Source: an optimization exercise on an open RTL-to-GDS flow (aim: small area and a short achievable clock period). Production flows keep margins and buffers that such runs may drop. No functional check of the RTL was part of this run.

$ cat flow/config.mk
export PLATFORM = sky130hd
export DESIGN_NAME = IIR
export DESIGN_NICKNAME = IIR
export VERILOG_FILES = /design/flow/design.v
export SDC_FILE = /design/flow/constraint.sdc
export NUM_CORES = 4
export LEC_CHECK = 0
export CAP_MARGIN = 20
export CORE_MARGIN = 2
export CORE_UTILIZATION = 40
export SLEW_MARGIN = 20
export SYNTH_HIERARCHICAL = 1
export SYNTH_MINIMUM_KEEP_SIZE = 0
$ cat flow/constraint.sdc
create_clock -name core_clock -period 17.0 [get_ports {clk}]
set_input_delay 3.4000 -clock core_clock [delete_from_list [all_inputs] [get_ports {clk}]]
set_output_delay 3.4000 -clock core_clock [all_outputs]
set_load 0.01 [all_outputs]
$ cat flow/design.v
module IIR (
    input              clk,
    input              rst_n,
    input        [7:0] adc,
    output       [7:0] dac,
    output             adc_clk,
    output             dac_clk
);
reg [3:0] c;
reg       s;
always @(posedge clk or negedge rst_n)
    if (!rst_n) begin c <= 4'd0; s <= 1'b0; end
    else if (c == 4'd11) begin c <= 4'd0; s <= ~s; end
    else c <= c + 4'd1;
assign adc_clk = s;
assign dac_clk = s;
wire en = (c == 4'd11) & ~s;
reg [7:0] x1;
reg [9:0] w;     
reg [8:0] y1, y2;
wire [8:0] y;
always @(posedge clk or negedge rst_n)
    if (!rst_n) begin x1 <= 8'd0; w <= 10'd0; y1 <= 9'd0; y2 <= 9'd0; end
    else if (en) begin x1 <= adc; w <= wn; y1 <= y; y2 <= y1; end
wire i1;
wire i2;
wire i3;
wire i4;
wire i5;
wire i6;
wire i7;
wire i8;
wire i9;
wire i10;
wire s11;
wire c12;
wire s13;
wire c14;
wire s15;
wire c16;
wire s17;
wire c18;
wire s19;
wire c20;
wire s21;
wire c22;
wire s23;
wire c24;
wire s25;
wire c26;
wire s27;
wire c28;
wire s29;
wire c30;
wire s31;
wire c32;
wire s33;
wire c34;
wire s35;
wire c36;
wire s37;
wire c38;
wire s39;
wire c40;
wire s41;
wire c42;
wire s43;
wire c44;
wire s45;
wire c46;
wire s47;
wire c48;
wire s49;
wire c50;
wire s51;
wire c52;
wire s53;
wire c54;
wire s55;
wire c56;
wire s57;
wire c58;
wire s59;
wire c60;
wire s61;
wire c62;
wire s63;
wire c64;
wire s65;
wire c66;
wire s67;
wire c68;
wire s69;
wire c70;
wire s71;
wire c72;
wire s73;
wire c74;
wire s75;
wire c76;
wire s77;
wire c78;
wire s79;
wire c80;
wire s81;
wire c82;
wire s83;
wire c84;
wire s85;
wire c86;
wire s87;
wire c88;
wire s89;
wire c90;
wire s91;
wire c92;
wire s93;
wire c94;
wire s95;
wire c96;
wire s97;
wire c98;
wire s99;
wire c100;
wire s101;
wire c102;
wire s103;
wire c104;
wire s105;
wire c106;
wire s107;
wire c108;
wire s109;
wire c110;
wire s111;
wire c112;
wire s113;
wire c114;
wire s115;
wire c116;
wire s117;
wire c118;
wire s119;
wire c120;
wire s121;
wire c122;
wire s123;
wire c124;
wire s125;
wire c126;
wire s127;
wire c128;
wire s129;
wire c130;
wire s131;
wire c132;
wire s133;
wire c134;
wire s135;
wire c136;
wire s137;
wire c138;
wire s139;
wire c140;
wire s141;
wire c142;
wire s143;
wire c144;
wire s145;
wire c146;
wire s147;
wire c148;
wire s149;
wire c150;
wire s151;
wire c152;
wire s153;
wire c154;
wire s155;
wire c156;
wire s157;
wire c158;
wire s159;
wire c160;
wire s161;
wire c162;
wire s163;
wire c164;
wire s165;
wire c166;
wire s167;
wire c168;
wire s169;
wire c170;
wire s171;
wire c172;
wire s173;
wire c174;
wire s175;
wire c176;
wire s177;
wire c178;
wire s179;
wire c180;
wire s181;
wire c182;
wire s183;
wire c184;
wire s185;
wire c186;
wire s187;
wire c188;
wire s189;
wire c190;
wire s191;
wire c192;
wire s193;
wire c194;
wire s195;
wire c196;
wire s197;
wire c198;
wire s199;
wire c200;
wire s201;
wire c202;
wire s203;
wire c204;
wire s205;
wire c206;
wire s207;
wire c208;
wire s209;
wire c210;
wire s211;
wire c212;
wire s213;
wire c214;
wire s215;
wire c216;
wire s217;
wire c218;
wire s219;
wire c220;
wire s221;
wire c222;
wire s223;
wire c224;
wire s225;
wire c226;
wire s227;
wire c228;
wire s229;
wire c230;
wire s231;
wire c232;
wire s233;
wire c234;
wire s235;
wire c236;
wire s237;
wire c238;
wire s239;
wire c240;
wire s241;
wire c242;
wire s243;
wire c244;
wire s245;
wire c246;
wire s247;
wire c248;
wire s249;
wire c250;
wire s251;
wire c252;
wire s253;
wire c254;
wire s255;
wire c256;
wire s257;
wire c258;
wire s259;
wire c260;
wire s261;
wire c262;
wire s263;
wire c264;
wire s265;
wire c266;
wire s267;
wire c268;
wire s269;
wire c270;
wire s271;
wire c272;
wire s273;
wire c274;
wire s275;
wire c276;
wire s277;
wire c278;
wire s279;
wire c280;
wire s281;
wire c282;
wire s283;
wire c284;
wire s285;
wire c286;
wire s287;
wire c288;
wire s289;
wire c290;
wire s291;
wire c292;
wire s293;
wire c294;
wire s295;
wire c296;
wire s297;
wire c298;
wire s299;
wire c300;
wire s301;
wire c302;
wire s303;
wire c304;
wire s305;
wire c306;
wire s307;
wire c308;
wire s309;
wire c310;
wire s311;
wire c312;
wire s313;
wire c314;
wire s315;
wire c316;
wire s317;
wire c318;
wire s319;
wire c320;
wire s321;
wire c322;
wire s323;
wire c324;
wire s325;
wire c326;
wire s327;
wire c328;
wire s329;
wire c330;
wire [20:0] sum1;
assign sum1 = {c328, c326, c324, c322, c320, c318, c316, c314, c312, c310, c308, c306, c304, c302, c300, c298, c296, c294, s293, y2[1], x1[0]} + {s329, s327, s325, s323, s321, s319, s317, s315, s313, s311, s309, s307, s305, s303, s301, s299, s297, s295, adc[0], s147, y2[0]};
wire [9:0] wn = {1'b0, adc, 1'b0} + {2'b0, x1};
assign i1 = ~y1[8];
assign i2 = ~y2[8];
assign i3 = ~y2[0];
assign i4 = ~y2[1];
assign i5 = ~y2[2];
assign i6 = ~y2[3];
assign i7 = ~y2[4];
assign i8 = ~y2[5];
assign i9 = ~y2[6];
assign i10 = ~y2[7];
assign s11 = w[2] ^ w[0];
assign c12 = w[2] & w[0];
assign s13 = ~(w[3] ^ w[1]);
assign c14 = w[3] | w[1];
assign s15 = x1[5] ^ y1[4];
assign c16 = x1[5] & y1[4];
iir_fa us17 (.a(w[4]), .b(w[2]), .c(x1[6]), .s(s17), .co(c18));
iir_fa us19 (.a(y1[5]), .b(y1[3]), .c(y1[0]), .s(s19), .co(c20));
assign s21 = ~(w[5] ^ w[3]);
assign c22 = w[5] | w[3];
iir_fa us23 (.a(x1[7]), .b(y1[6]), .c(y1[4]), .s(s23), .co(c24));
assign s25 = y1[1] ^ y2[7];
assign c26 = y1[1] & y2[7];
assign s27 = ~(w[6] ^ w[4]);
assign c28 = w[6] | w[4];
iir_fa us29 (.a(w[0]), .b(y1[7]), .c(y1[5]), .s(s29), .co(c30));
assign s31 = y1[2] ^ y2[6];
assign c32 = y1[2] & y2[6];
iir_fa us33 (.a(w[7]), .b(w[5]), .c(w[1]), .s(s33), .co(c34));
iir_fa us35 (.a(y1[6]), .b(y1[3]), .c(y1[0]), .s(s35), .co(c36));
assign s37 = y2[7] ^ y2[0];
assign c38 = y2[7] & y2[0];
iir_fa us39 (.a(w[8]), .b(w[6]), .c(w[2]), .s(s39), .co(c40));
iir_fa us41 (.a(y1[7]), .b(y1[4]), .c(y1[1]), .s(s41), .co(c42));
assign s43 = ~(w[9] ^ w[7]);
assign c44 = w[9] | w[7];
assign s45 = w[3] ^ y1[5];
assign c46 = w[3] & y1[5];
assign s47 = ~(w[8] ^ w[4]);
assign c48 = w[8] | w[4];
assign s49 = y1[6] ^ y1[3];
assign c50 = y1[6] & y1[3];
iir_fa us51 (.a(w[9]), .b(w[5]), .c(y1[7]), .s(s51), .co(c52));
assign s53 = y1[4] ^ y1[1];
assign c54 = y1[4] & y1[1];
assign s55 = w[0] ^ x1[2];
assign c56 = w[0] & x1[2];
iir_fa us57 (.a(w[1]), .b(x1[3]), .c(y1[2]), .s(s57), .co(c58));
assign s59 = y1[0] ^ y2[3];
assign c60 = y1[0] & y2[3];
iir_fa us61 (.a(x1[4]), .b(y1[3]), .c(y1[1]), .s(s61), .co(c62));
iir_fa us63 (.a(y2[4]), .b(y2[2]), .c(s11), .s(s63), .co(c64));
iir_fa us65 (.a(y1[2]), .b(y2[5]), .c(y2[3]), .s(s65), .co(c66));
iir_fa us67 (.a(c12), .b(s13), .c(s15), .s(s67), .co(c68));
iir_fa us69 (.a(y2[6]), .b(y2[4]), .c(c14), .s(s69), .co(c70));
iir_fa us71 (.a(c16), .b(s17), .c(s19), .s(s71), .co(c72));
iir_fa us73 (.a(y2[5]), .b(s21), .c(s25), .s(s73), .co(c74));
iir_fa us75 (.a(c18), .b(c20), .c(s23), .s(s75), .co(c76));
iir_fa us77 (.a(c22), .b(c26), .c(s27), .s(s77), .co(c78));
iir_fa us79 (.a(s31), .b(c24), .c(s29), .s(s79), .co(c80));
iir_fa us81 (.a(c28), .b(c32), .c(s37), .s(s81), .co(c82));
iir_fa us83 (.a(c30), .b(s33), .c(s35), .s(s83), .co(c84));
iir_fa us85 (.a(y2[1]), .b(c38), .c(c34), .s(s85), .co(c86));
iir_fa us87 (.a(c36), .b(s39), .c(s41), .s(s87), .co(c88));
iir_fa us89 (.a(y1[2]), .b(y2[2]), .c(s43), .s(s89), .co(c90));
iir_fa us91 (.a(s45), .b(c40), .c(c42), .s(s91), .co(c92));
iir_fa us93 (.a(y1[0]), .b(y2[3]), .c(c44), .s(s93), .co(c94));
iir_fa us95 (.a(c46), .b(s47), .c(s49), .s(s95), .co(c96));
iir_fa us97 (.a(y2[8]), .b(y2[4]), .c(c48), .s(s97), .co(c98));
iir_fa us99 (.a(c50), .b(s53), .c(s51), .s(s99), .co(c100));
iir_fa us101 (.a(w[6]), .b(y1[5]), .c(y1[2]), .s(s101), .co(c102));
iir_fa us103 (.a(y2[5]), .b(c54), .c(c52), .s(s103), .co(c104));
iir_fa us105 (.a(w[7]), .b(y1[6]), .c(y1[3]), .s(s105), .co(c106));
assign s107 = y2[8] ^ y2[6];
assign c108 = y2[8] & y2[6];
assign s109 = ~(w[8] ^ y1[7]);
assign c110 = w[8] | y1[7];
assign s111 = y1[4] ^ y2[7];
assign c112 = y1[4] & y2[7];
assign s113 = ~w[9];
assign c114 = w[9];
assign s115 = y1[1] ^ y2[2];
assign c116 = y1[1] & y2[2];
iir_fa us117 (.a(y2[1]), .b(c56), .c(s59), .s(s117), .co(c118));
iir_fa us119 (.a(c60), .b(c58), .c(s61), .s(s119), .co(c120));
iir_fa us121 (.a(c62), .b(s65), .c(c64), .s(s121), .co(c122));
iir_fa us123 (.a(c66), .b(c68), .c(s69), .s(s123), .co(c124));
iir_fa us125 (.a(c70), .b(s73), .c(c72), .s(s125), .co(c126));
iir_fa us127 (.a(c74), .b(s77), .c(c76), .s(s127), .co(c128));
iir_fa us129 (.a(c78), .b(s81), .c(c80), .s(s129), .co(c130));
iir_fa us131 (.a(c82), .b(c84), .c(s85), .s(s131), .co(c132));
iir_fa us133 (.a(s89), .b(c86), .c(c88), .s(s133), .co(c134));
iir_fa us135 (.a(c90), .b(s93), .c(s95), .s(s135), .co(c136));
iir_fa us137 (.a(c94), .b(c96), .c(s97), .s(s137), .co(c138));
iir_fa us139 (.a(s101), .b(c98), .c(c100), .s(s139), .co(c140));
iir_fa us141 (.a(s107), .b(c102), .c(s105), .s(s141), .co(c142));
iir_fa us143 (.a(c108), .b(s109), .c(s111), .s(s143), .co(c144));
iir_fa us145 (.a(y1[5]), .b(s113), .c(c110), .s(s145), .co(c146));
assign s147 = x1[1] ^ y1[0];
assign c148 = x1[1] & y1[0];
iir_fa us149 (.a(y2[0]), .b(s115), .c(s55), .s(s149), .co(c150));
iir_fa us151 (.a(c116), .b(s57), .c(s117), .s(s151), .co(c152));
iir_fa us153 (.a(c118), .b(s63), .c(s119), .s(s153), .co(c154));
iir_fa us155 (.a(s67), .b(c120), .c(s121), .s(s155), .co(c156));
iir_fa us157 (.a(s71), .b(c122), .c(s123), .s(s157), .co(c158));
iir_fa us159 (.a(s75), .b(c124), .c(s125), .s(s159), .co(c160));
iir_fa us161 (.a(s79), .b(c126), .c(s127), .s(s161), .co(c162));
iir_fa us163 (.a(s83), .b(c128), .c(s129), .s(s163), .co(c164));
iir_fa us165 (.a(s87), .b(c130), .c(s131), .s(s165), .co(c166));
iir_fa us167 (.a(s91), .b(c132), .c(s133), .s(s167), .co(c168));
iir_fa us169 (.a(c92), .b(s135), .c(c134), .s(s169), .co(c170));
iir_fa us171 (.a(s99), .b(c136), .c(s137), .s(s171), .co(c172));
iir_fa us173 (.a(s103), .b(c138), .c(s139), .s(s173), .co(c174));
iir_fa us175 (.a(c104), .b(s141), .c(c140), .s(s175), .co(c176));
iir_fa us177 (.a(c106), .b(s143), .c(c142), .s(s177), .co(c178));
iir_fa us179 (.a(c112), .b(c144), .c(s145), .s(s179), .co(c180));
iir_fa us181 (.a(c114), .b(y1[6]), .c(c146), .s(s181), .co(c182));
assign s183 = y1[7] ^ y2[8];
assign c184 = y1[7] & y2[8];
assign s185 = i2 ^ i6;
assign c186 = i2 & i6;
iir_fa us187 (.a(i1), .b(i7), .c(i5), .s(s187), .co(c188));
iir_fa us189 (.a(i2), .b(i8), .c(i6), .s(s189), .co(c190));
iir_fa us191 (.a(i1), .b(i9), .c(i7), .s(s191), .co(c192));
assign s193 = i3 ^ c166;
assign c194 = i3 & c166;
iir_fa us195 (.a(i10), .b(i8), .c(i4), .s(s195), .co(c196));
assign s197 = c168 ^ s169;
assign c198 = c168 & s169;
iir_fa us199 (.a(i9), .b(i5), .c(s171), .s(s199), .co(c200));
iir_fa us201 (.a(i1), .b(i10), .c(i6), .s(s201), .co(c202));
assign s203 = i1 ^ i2;
assign c204 = i1 & i2;
assign s205 = i5 ^ i3;
assign c206 = i5 & i3;
iir_fa us207 (.a(i4), .b(s185), .c(c160), .s(s207), .co(c208));
iir_fa us209 (.a(c186), .b(s187), .c(c162), .s(s209), .co(c210));
iir_fa us211 (.a(c188), .b(s189), .c(c164), .s(s211), .co(c212));
iir_fa us213 (.a(c190), .b(s191), .c(s167), .s(s213), .co(c214));
iir_fa us215 (.a(c192), .b(s195), .c(c194), .s(s215), .co(c216));
iir_fa us217 (.a(c196), .b(c170), .c(c198), .s(s217), .co(c218));
iir_fa us219 (.a(s201), .b(c172), .c(s173), .s(s219), .co(c220));
iir_fa us221 (.a(i7), .b(c202), .c(c174), .s(s221), .co(c222));
assign s223 = i8 ^ s177;
assign c224 = i8 & s177;
iir_fa us225 (.a(i9), .b(s203), .c(s179), .s(s225), .co(c226));
iir_fa us227 (.a(i10), .b(c204), .c(s181), .s(s227), .co(c228));
assign s229 = i3 ^ c154;
assign c230 = i3 & c154;
iir_fa us231 (.a(i4), .b(c156), .c(s157), .s(s231), .co(c232));
iir_fa us233 (.a(s205), .b(c158), .c(s159), .s(s233), .co(c234));
iir_fa us235 (.a(c206), .b(s161), .c(s207), .s(s235), .co(c236));
iir_fa us237 (.a(s163), .b(c208), .c(s209), .s(s237), .co(c238));
iir_fa us239 (.a(s165), .b(c210), .c(s211), .s(s239), .co(c240));
iir_fa us241 (.a(s193), .b(c212), .c(s213), .s(s241), .co(c242));
iir_fa us243 (.a(s197), .b(c214), .c(s215), .s(s243), .co(c244));
iir_fa us245 (.a(s199), .b(c216), .c(s217), .s(s245), .co(c246));
iir_fa us247 (.a(c200), .b(s219), .c(c218), .s(s247), .co(c248));
iir_fa us249 (.a(s175), .b(c220), .c(s221), .s(s249), .co(c250));
iir_fa us251 (.a(s223), .b(c176), .c(c222), .s(s251), .co(c252));
iir_fa us253 (.a(c178), .b(c224), .c(s225), .s(s253), .co(c254));
iir_fa us255 (.a(c180), .b(s227), .c(c226), .s(s255), .co(c256));
iir_fa us257 (.a(s183), .b(c182), .c(c228), .s(s257), .co(c258));
assign s259 = i1 ^ c184;
assign c260 = i1 & c184;
assign s261 = c234 ^ adc[6];
assign c262 = c234 & adc[6];
iir_fa us263 (.a(adc[7]), .b(adc[5]), .c(adc[1]), .s(s263), .co(c264));
assign s265 = adc[6] ^ adc[2];
assign c266 = adc[6] & adc[2];
assign s267 = adc[7] ^ adc[3];
assign c268 = adc[7] & adc[3];
assign s269 = c152 ^ s153;
assign c270 = c152 & s153;
iir_fa us271 (.a(s229), .b(s155), .c(adc[3]), .s(s271), .co(c272));
iir_fa us273 (.a(c230), .b(s231), .c(adc[4]), .s(s273), .co(c274));
iir_fa us275 (.a(c232), .b(s233), .c(adc[5]), .s(s275), .co(c276));
iir_fa us277 (.a(adc[4]), .b(adc[0]), .c(s235), .s(s277), .co(c278));
iir_fa us279 (.a(c236), .b(c262), .c(s237), .s(s279), .co(c280));
iir_fa us281 (.a(c238), .b(s239), .c(s265), .s(s281), .co(c282));
iir_fa us283 (.a(c240), .b(c266), .c(s267), .s(s283), .co(c284));
iir_fa us285 (.a(adc[4]), .b(c268), .c(c242), .s(s285), .co(c286));
assign s287 = adc[5] ^ c244;
assign c288 = adc[5] & c244;
assign s289 = adc[6] ^ c246;
assign c290 = adc[6] & c246;
assign s291 = adc[7] ^ s249;
assign c292 = adc[7] & s249;
assign s293 = c148 ^ s149;
assign c294 = c148 & s149;
iir_fa us295 (.a(c150), .b(s151), .c(adc[1]), .s(s295), .co(c296));
iir_fa us297 (.a(s269), .b(adc[2]), .c(adc[0]), .s(s297), .co(c298));
iir_fa us299 (.a(c270), .b(adc[1]), .c(s271), .s(s299), .co(c300));
iir_fa us301 (.a(adc[2]), .b(c272), .c(s273), .s(s301), .co(c302));
iir_fa us303 (.a(adc[3]), .b(c274), .c(s275), .s(s303), .co(c304));
iir_fa us305 (.a(s261), .b(c276), .c(s277), .s(s305), .co(c306));
iir_fa us307 (.a(s263), .b(c278), .c(s279), .s(s307), .co(c308));
iir_fa us309 (.a(c264), .b(c280), .c(s281), .s(s309), .co(c310));
iir_fa us311 (.a(s241), .b(c282), .c(s283), .s(s311), .co(c312));
iir_fa us313 (.a(s243), .b(c284), .c(s285), .s(s313), .co(c314));
iir_fa us315 (.a(s245), .b(c286), .c(s287), .s(s315), .co(c316));
iir_fa us317 (.a(s247), .b(c288), .c(s289), .s(s317), .co(c318));
iir_fa us319 (.a(c248), .b(s291), .c(c290), .s(s319), .co(c320));
iir_fa us321 (.a(c250), .b(s251), .c(c292), .s(s321), .co(c322));
assign s323 = s253 ^ c252;
assign c324 = s253 & c252;
assign s325 = c254 ^ s255;
assign c326 = c254 & s255;
assign s327 = s257 ^ c256;
assign c328 = s257 & c256;
assign s329 = s259 ^ c258;
assign c330 = s259 & c258;
assign y = sum1[20:12];
assign dac = y[7:0];
endmodule
module iir_fa (input a, input b, input c, output s, output co);
assign s = a ^ b ^ c;
assign co = (a & b) | (a & c) | (b & c);
endmodule
$ cat flow/flow/run.sh
#!/bin/bash
# Standard ORFS layout, with plain buffers (buf_2) on the ports instead of the
# delay-cell buffers buffer_ports picks by default.
set -o pipefail
cp standard.sh standard_sh.txt
export BUFFER_PORTS_ARGS="-buffer_cell sky130_fd_sc_hd__buf_2"
bash standard.sh > standard.log 2>&1
$ cat flow/standard.sh
#!/bin/bash
# synth_recipe.tcl (not shown) runs the flow's synth.tcl, then flattens the netlist and writes it again
# the make line also repeats each setting of config.mk as NAME=value (left out here)
make -C /OpenROAD-flow-scripts/flow DESIGN_CONFIG=/design/flow/config.mk WORK_HOME=/design/flow/orfs CLKGATE_MAP_FILE= SYNTH_SCRIPT=/design/flow/synth_recipe.tcl "${@:-finish}"
==> results_tabular.tex <==
\begin{tabular}{lr}
\hline
Metric & Value \\
\hline
\multicolumn{2}{l}{\textbf{Run status}} \\
\quad Status & finished clean \\
\multicolumn{2}{l}{\textbf{Clock network}} \\
\quad Clock insertion delay at the later pin of the skew report & 300 ps \\
\quad CTS root buf & sky130\_fd\_sc\_hd\_\_clkbuf\_16 \\
\quad Count of instances resized after the clock tree is built & 0 \\
\quad Cts bufs inserted & 5 \\
\quad Clock Tree Buf Depth & 2 \\
\quad Post-CTS setup-driven buffer insertion count & 0 \\
\quad CTS sink count & 41 \\
\quad TritonCTS clock tree & done \\
\quad CTS HTree Levels & 2 \\
\quad Clock-pin transition on the worst setup and hold timing paths & roughly 70 ps \\
\quad Count of hold buffers inserted by post-cts repair & 0 \\
\multicolumn{2}{l}{\textbf{STA}} \\
\quad Final count of hold timing violations & 0 \\
\quad Hold slack final & $\sim$460 ps \\
\quad Number of slew-limit violations in the final report & 0 \\
\quad Accumulated negative setup slack & 0 ps \\
\quad Achievable Freq & between 90 and 100 MHz \\
\quad Max\_slew headroom & between 20 and 30\% \\
\quad Clock skew after layout & 6.60 ps \\
\quad Worst Max-Slew Pin Slew & between 1000 and 1500 ps \\
\quad Total setup violations reported at the end of the flow & 0 \\
\quad Final critical path time including I/O delays and setup & a little over 10,000 ps \\
\quad Tcrit/Tclk final & 59.4\% \\
\quad RSZ-0062 raised after global routing & no \\
\multicolumn{2}{l}{\textbf{Floorplan}} \\
\quad Count of boundary I/O pins & 20 \\
\quad Die width & 123 um \\
\quad Starting utilization of the core area & slightly above 40\% \\
\quad Die H & around 120 um \\
\quad Num rows & 43 \\
\quad Full die area & 0.0151 sq mm \\
\quad Core footprint & 0.0138 sq mm \\
\multicolumn{2}{l}{\textbf{GRT}} \\
\quad GR Overflow Total & 0 \\
\quad Via count of the first global-routing pass & 4,088 \\
\quad Global-route total usage across every layer & around 20\% \\
\quad Largest net degree at the start of global routing & 42 \\
\quad Antenna violations before repair & 0 \\
\quad First-pass GRT wire length & between 20 and 25 mm \\
\multicolumn{2}{l}{\textbf{Place}} \\
\quad DP HPWL & roughly 11 mm \\
\quad Global placement routability congestion & 0.902 \\
\quad Number of port buffers & 19 \\
\multicolumn{2}{l}{\textbf{Job}} \\
\quad Maximum capacitance violations & 0 \\
\multicolumn{2}{l}{\textbf{Setup path}} \\
\quad CP Buf/Inv Count & 2 \\
\quad Critical Path Source & adc[2] \\
\quad Endpoint of the most critical register-to-register path & y1[5]\$\_DFFE\_PN0P\_ \\
\quad Critical path class & input pin to output port \\
\quad CP Capture Type & output port \\
\quad Worst Reg2Reg Path Length in Cells & 16 \\
\quad Data arrival time at the worst-slack endpoint & between 6000 and 7000 ps \\
\quad Required time of the worst setup path & 13,600 ps \\
\quad CP max stage delay & roughly 520 ps \\
\quad Cells traversed along the worst timing path & buf\_2, ha\_1, fa\_1, fa\_1, ha\_1, nand4\_2, nor3\_2, or4b\_4, nand3\_2, and3b\_1, nor3\_1, nor2\_1, buf\_2 \\
\quad Critical path's top delay family & adder cells \\
\quad Reg2reg start & y1[5]\$\_DFFE\_PN0P\_ \\
\quad Cell type of the slowest stage on the worst timing path & sky130\_fd\_sc\_hd\_\_or4b\_4 \\
\quad Kind of start point of the critical path & input pin \\
\quad Setup slack of the most critical reg-to-reg path & between 10,000 and 15,000 ps \\
\quad Maximum fanout along the worst path & 5 \\
\multicolumn{2}{l}{\textbf{Logic synthesis}} \\
\quad Number of register bits inferred by synthesis & 41 \\
\quad Library cell with the largest summed area after synthesis & sky130\_fd\_sc\_hd\_\_fa\_1 \\
\quad Top cell types by occurrence after synthesis & 119 x sky130\_fd\_sc\_hd\_\_fa\_1, 66 x sky130\_fd\_sc\_hd\_\_ha\_1, 58 x sky130\_fd\_sc\_hd\_\_nand2\_1 \\
\quad Distinct cell type count of the synthesized netlist & 53 \\
\quad Top cells by area, synth & sky130\_fd\_sc\_hd\_\_fa\_1 42\%, sky130\_fd\_sc\_hd\_\_dfrtp\_1 18\%, sky130\_fd\_sc\_hd\_\_ha\_1 15\% \\
\quad Synthesized netlist net count & 664 \\
\quad Summed instance area of the synthesized netlist & between 0.005 and 0.006 sq mm \\
\quad Top\_reg\_cell synth & sky130\_fd\_sc\_hd\_\_dfrtp\_1 \\
\quad Cells after synthesis & 469 \\
\quad Most used standard cell by instance count after synthesis & sky130\_fd\_sc\_hd\_\_fa\_1 \\
\quad Yosys warning count & 7 \\
\quad Post-synthesis sequential area ratio & 18.2\% \\
\quad Post-synth EDFFs & 0 \\
\quad Average instance area after synthesis & between 10 and 15 sq um \\
\quad Async S/R FF share, synth & 100\% \\
\quad Area share of the largest cell type after synthesis & between 40\% and 50\% \\
\multicolumn{2}{l}{\textbf{Route}} \\
\quad Post-route DRC violation count & 0 \\
\quad Routed wirelength normalized by instance count & slightly below 20 um \\
\quad First-iteration detailed-routing DRC count & between 150 and 200 \\
\quad First-pass DRT Iterations & 4 \\
\quad Via Count & about 3,500 \\
\quad Via/cell ratio & around 5.3 \\
\quad ANT nets after route & 0 \\
\quad Drt total wl & between 10 and 15 mm \\
\multicolumn{2}{l}{\textbf{Min path}} \\
\quad Tightest Hold Check Type & flop to flop \\
\quad Hold wc startpoint & c[0]\$\_DFF\_PN0\_ \\
\quad Hold depth & 1 \\
\quad Worst-case hold path end point & c[0]\$\_DFF\_PN0\_ \\
\multicolumn{2}{l}{\textbf{Cells and area}} \\
\quad Antenna cells & 0 \\
\quad Relative area change from synthesis to final layout & 7.08\% \\
\quad Core Util, Final & 43.7\% \\
\quad Fraction of layout cells with a size suffix above 1 & 10.2\% \\
\quad Number of nets at the end of the flow & 675 \\
\hline
\end{tabular}
-- placed cells by master, fill, tap and decap left out, types with 3 or more instances in the layout --
| cell type | instances |
|---|---|
| sky130_fd_sc_hd__fa_1 | 119 |
| sky130_fd_sc_hd__dfrtp_1 | 41 |
| sky130_fd_sc_hd__buf_2 | 18 |
| sky130_fd_sc_hd__o21ai_0 | 24 |
| sky130_fd_sc_hd__a21oi_1 | 17 |
| sky130_fd_sc_hd__xnor2_1 | 11 |
| sky130_fd_sc_hd__o21a_1 | 4 |
| sky130_fd_sc_hd__xor2_1 | 4 |
| sky130_fd_sc_hd__nor2_1 | 5 |
| sky130_fd_sc_hd__clkbuf_16 | 5 |
| sky130_fd_sc_hd__a21o_1 | 9 |
| sky130_fd_sc_hd__nor3_1 | 3 |
| sky130_fd_sc_hd__inv_1 | 37 |
| sky130_fd_sc_hd__mux2_2 | 7 |
| sky130_fd_sc_hd__nand2_1 | 58 |
| sky130_fd_sc_hd__ha_1 | 66 |
-- how the worst max path moves through the flow --
stage	cells past startpoint	slack, ps	endpoint
final	13	6910	dac[7]
after CTS	13	6890	dac[7]
after global routing	13	6730	dac[7]
after floorplan	12	7340	dac[7]
after detailed placement	13	6910	dac[7]
after global placement	13	7010	dac[7]
-- logic make-up after synthesis --
family,after synthesis,share of synthesized area [%]
XOR/XNOR,16,2.62
multiplexers,8,1.58
AO/OA/AOI/OAI,77,9.12
flip-flops,41,18.2
adder cells (fa/ha/maj),185,56.9
AND/OR/NAND/NOR,89,7.46
buffers and inverters,53,4.13
-- modules after synthesis (local to each module, per instance) --
module  flops+latches  cell area [sq um]
iir_fa              0               20.0
IIR                41               3280
-- state kept, by name, indices dropped and copies added (netlist names) --
name,count
w,10
y1,9
y2,9
x1,8
c,4
s,1
-- routing by layer --
metal | routed length, um | GRT usage, %
met1 | 5700 | 27.2
met5 | 0 | 0
met2 | 6460 | 32.4
met3 | 454 | 3.02
met4 | 221 | 5.39
-- worst reg2reg max path, cell delays in order, from the launching register on --
cell and delay (ps):
sky130_fd_sc_hd__dfrtp_1 670, sky130_fd_sc_hd__fa_1 530, sky130_fd_sc_hd__fa_1 400, sky130_fd_sc_hd__fa_1 450, sky130_fd_sc_hd__fa_1 390, sky130_fd_sc_hd__fa_1 510
sky130_fd_sc_hd__fa_1 440, sky130_fd_sc_hd__fa_1 530, sky130_fd_sc_hd__fa_1 410, sky130_fd_sc_hd__ha_1 400, sky130_fd_sc_hd__nand4_2 170, sky130_fd_sc_hd__nor3_2 220
sky130_fd_sc_hd__or4b_4 520, sky130_fd_sc_hd__nand3_2 120, sky130_fd_sc_hd__a21boi_1 100, sky130_fd_sc_hd__xnor2_2 140, sky130_fd_sc_hd__mux2_2 260
-- stage by stage --
stage	cells	setup WS [ps]	area [sq um]
2_1_floorplan	469	7340	5640
3_3_place_gp	653	7010	5880
3_5_place_dp	653	6910	5880
4_1_cts	661	6890	6030
5_1_grt	661	6730	6040
6_report	661	6910	6040
-- cell type report --
class / count / area [sq um]
Clock buffer: 7 / 153
Clock inverter: 1 / 5.00
Inverter: 37 / 139
Sequential cell: 41 / 1030
Tap cell: 180 / 225
Fill cell: 1290 / 7790
Timing Repair Buffer: 20 / 105
Multi-Input combinational cell: 375 / 4380

## afterwards: timing with drivers on the ports
Ports are ideal in the flow. The routed layout listed here was re-timed in OpenROAD.
Step 1 sets driving cells, clkbuf_16 on the clock port and buf_2 on the other inputs (assumed; they add their load-dependent delay and slew).
Step 2, shift: input delay + t, output delay - t, t = (earliest + latest rising clock arrival at the registers) / 2. This alone moves slack from input paths to output paths.
Slacks: no drivers / after step 1 / after step 2; pairs: no drivers / after step 1.
t (ns): 0.335
slack for setup (ns): 6.909 / 6.890 / 6.890
worst setup path after step 2: input to output
cell pins on the clock port's net: 1
After both steps this run still meets setup and hold. The setup slack of this run moves by -0.019 ns with the drivers and by -0.019 ns with both steps.
